From an optimization exercise on the open Yosys and OpenROAD flow, aimed at small area and a short achievable clock period; shortcuts taken in it are not production practice.
The clock port is modelled as an ideal driver, which makes a skipped or thinned clock tree look cheaper than it is; a real chip needs a root buffer or a tree.
Power figures rest on the tool's default switching activity, not on a simulated workload.

==> module syc_FIFO, before the edit <==
module syc_FIFO #(
    parameter DATA_WIDTH = 32,
    parameter DEPTH      = 16
)(
    input                       wr_en,
    input                       rd_en,
    input      [DATA_WIDTH-1:0] wr_data,
    input                       clk,
    input                       rstb,
    output reg [DATA_WIDTH-1:0] rd_data,
    output reg                  full,
    output wire                 empty
);
    localparam ADDR_WIDTH = $clog2(DEPTH);
    reg [DATA_WIDTH-1:0] memory [DEPTH-1:0];
    reg [DEPTH-1:0]      wr_sel, rd_sel;
    reg [DEPTH/2-1:0]    fill;
    reg                  not_empty;
    assign empty = ~not_empty;
    wire wr = wr_en & ~full;
    wire rd = rd_en & not_empty;
    localparam J = DEPTH / 2;
    wire one_word = fill[0] & ~fill[1];           
    wire one_free = fill[J-1] & ~fill[J-2];       
    integer i;
    always @(posedge clk)
        for (i = 0; i < DEPTH; i = i + 1)
            if (wr_en & wr_sel[i]) memory[i] <= wr_data;
    reg [DATA_WIDTH-1:0] rd_word;
    always @* begin
        rd_word = {DATA_WIDTH{1'b0}};
        for (i = 0; i < DEPTH; i = i + 1)
            rd_word = rd_word | (memory[i] & {DATA_WIDTH{rd_sel[i]}});
    end
    always @(posedge clk or negedge rstb) begin
        if (!rstb) begin
            wr_sel    <= 1;
            rd_sel    <= 0;
            fill      <= 0;
            rd_data   <= 0;
            full      <= 1'b0;
            not_empty <= 1'b0;
        end else begin
            if (rd) rd_data <= rd_word;
            if (full)
                wr_sel <= rd ? rd_sel : {DEPTH{1'b0}};
            else if (wr & ~rd & one_free)
                wr_sel <= {DEPTH{1'b0}};
            else if (wr)
                wr_sel <= {wr_sel[DEPTH-2:0], wr_sel[DEPTH-1]};
            if (!not_empty)
                rd_sel <= wr ? wr_sel : {DEPTH{1'b0}};
            else if (rd & ~wr & one_word)
                rd_sel <= {DEPTH{1'b0}};
            else if (rd)
                rd_sel <= {rd_sel[DEPTH-2:0], rd_sel[DEPTH-1]};
            if (wr & ~rd) begin
                fill      <= {fill[J-2:0], ~fill[J-1]};
                not_empty <= 1'b1;
                full      <= one_free;
            end else if (rd & ~wr) begin
                fill      <= {~fill[0], fill[J-1:1]};
                full      <= 1'b0;
                not_empty <= ~one_word;
            end
        end
    end
endmodule
clock: 3.0 ns
lec_check: 0
cap_margin: 20
core_margin: 2
core_utilization: 40
setup_slack_margin: 1.35
slew_margin: 20
standard.sh (not shown) runs the stock make flow with config.mk's settings and CLKGATE_MAP_FILE= SYNTH_SCRIPT=/design/flow/synth_recipe.tcl, a recipe that flattens the netlist after the stock synthesis.
==> flow/flow/run.sh <==
#!/bin/bash
# Standard ORFS layout (the standard.sh, synthesis unchanged) with:
#  - port buffers of a plain buffer cell instead of the one buffer_ports picks;
#  - a hand-built two-level clock tree (flow/pre_cts.tcl, flow/mancts.tcl)
#    in place of TritonCTS's three-level one.
set -uo pipefail
here=$(pwd)
bash standard.sh \
  BUFFER_PORTS_ARGS="-buffer_cell sky130_fd_sc_hd__buf_4" \
  PRE_CTS_TCL="$here/flow/pre_cts.tcl" \
  finish > flow_make.log 2>&1
Other scripts of this flow, unchanged in this note and not shown: flow/flow/mancts.tcl, flow/flow/pre_cts.tcl
Rerun with:
==> flow/design.v (replaced) <==
module syc_FIFO #(
    parameter DATA_WIDTH = 32,
    parameter DEPTH      = 16
)(
    input                       wr_en,
    input                       rd_en,
    input      [DATA_WIDTH-1:0] wr_data,
    input                       clk,
    input                       rstb,
    output reg [DATA_WIDTH-1:0] rd_data,
    output reg                  full,
    output wire                 empty
);
    localparam J = DEPTH / 2;
    reg [DATA_WIDTH-1:0] memory [DEPTH-1:0];
    reg [DEPTH-1:0]      wr_sel, rd_sel;
    reg [DEPTH-1:0]      rd_mux_lo, rd_mux_hi;
    reg [J-1:0]          fill;
    reg                  not_empty;
    assign empty = ~not_empty;
    wire wr = wr_en & ~full;
    wire rd = rd_en & not_empty;
    wire one_word = fill[0] & ~fill[1];           
    wire one_free = fill[J-1] & ~fill[J-2];       
    wire up   = wr & ~rd;                         
    wire down = rd & ~wr;                         
    wire wr_load = full & rd_en;
    wire wr_step = wr & ~(up & one_free);
    wire wr_hold = ~wr_load & ~wr;
    wire rd_load = ~not_empty & wr_en;
    wire rd_step = rd & ~(down & one_word);
    wire rd_hold = ~rd_load & ~rd;
    wire [DEPTH-1:0] wr_sel_next = ({DEPTH{wr_load}} & rd_sel)
                                 | ({DEPTH{wr_step}} & {wr_sel[DEPTH-2:0], wr_sel[DEPTH-1]})
                                 | ({DEPTH{wr_hold}} & wr_sel);
    wire [DEPTH-1:0] rd_sel_next = ({DEPTH{rd_load}} & wr_sel)
                                 | ({DEPTH{rd_step}} & {rd_sel[DEPTH-2:0], rd_sel[DEPTH-1]})
                                 | ({DEPTH{rd_hold}} & rd_sel);
    integer i;
    always @(posedge clk)
        for (i = 0; i < DEPTH; i = i + 1)
            if (wr_en & wr_sel[i]) memory[i] <= wr_data;
    localparam LO = DATA_WIDTH / 2;
    reg [DATA_WIDTH-1:0] rd_word;
    always @* begin
        rd_word = {DATA_WIDTH{1'b0}};
        for (i = 0; i < DEPTH; i = i + 1)
            rd_word = rd_word | (memory[i] & {{(DATA_WIDTH-LO){rd_mux_hi[i]}}, {LO{rd_mux_lo[i]}}});
    end
    always @(posedge clk) begin
        rd_mux_lo <= rd_sel_next;
        rd_mux_hi <= rd_sel_next;
    end
    always @(posedge clk or negedge rstb) begin
        if (!rstb) begin
            wr_sel    <= 1;
            rd_sel    <= 0;
            fill      <= 0;
            rd_data   <= 0;
            full      <= 1'b0;
            not_empty <= 1'b0;
        end else begin
            if (rd) rd_data <= rd_word;
            wr_sel <= wr_sel_next;
            rd_sel <= rd_sel_next;
            if (up) begin
                fill      <= {fill[J-2:0], ~fill[J-1]};
                not_empty <= 1'b1;
                full      <= one_free;
            end else if (down) begin
                fill      <= {~fill[0], fill[J-1:1]};
                full      <= 1'b0;
                not_empty <= ~one_word;
            end
        end
    end
endmodule
Result: Maximum frequency hardly moves; clock power went up by about 2%; via count went down by 2.1%; sequential power went down by about 1%; final area hardly moves; core utilization went down by 1.0 points; power went down by 3.8%; routed wire length went down by 4.4%; global-route usage went down by 1.4 points; die area went up by 1.7%; hold slack gets worse by 0.085 ns; setup slack stays flat; area after synthesis went up by 1.7%.
No run of this note included a check of the RTL's function; only the layout flow was run. No run of this note takes its clock network from TritonCTS; it comes from the design's own scripts or RTL.

[port drivers added, routing unchanged]
No port has a modelled driver above. Below, the same layouts with a new extraction and two added sets of constraints.
Step 1 sets driving cells, clkbuf_16 on the clock port and buf_2 on the other inputs (assumed; they add their load-dependent delay and slew).
Step 2, shift: input delay + t, output delay - t, t = (earliest + latest rising clock arrival at the registers) / 2. This alone moves slack from input paths to output paths.
Three values: ideal ports, drivers, drivers and shift; two values: the first two.
run | t, ns | setup slack, ns | pins driven straight from the clock port
the first run | 0.468 | 1.303 / 1.277 / 0.959 | 4
the second run | 0.472 | 1.302 / 1.220 / 0.961 | 4
After both steps setup and hold are still met in every run listed. For the first run, which loses most, drivers alone change the setup slack by -0.026 ns; drivers and shift together by -0.344 ns.
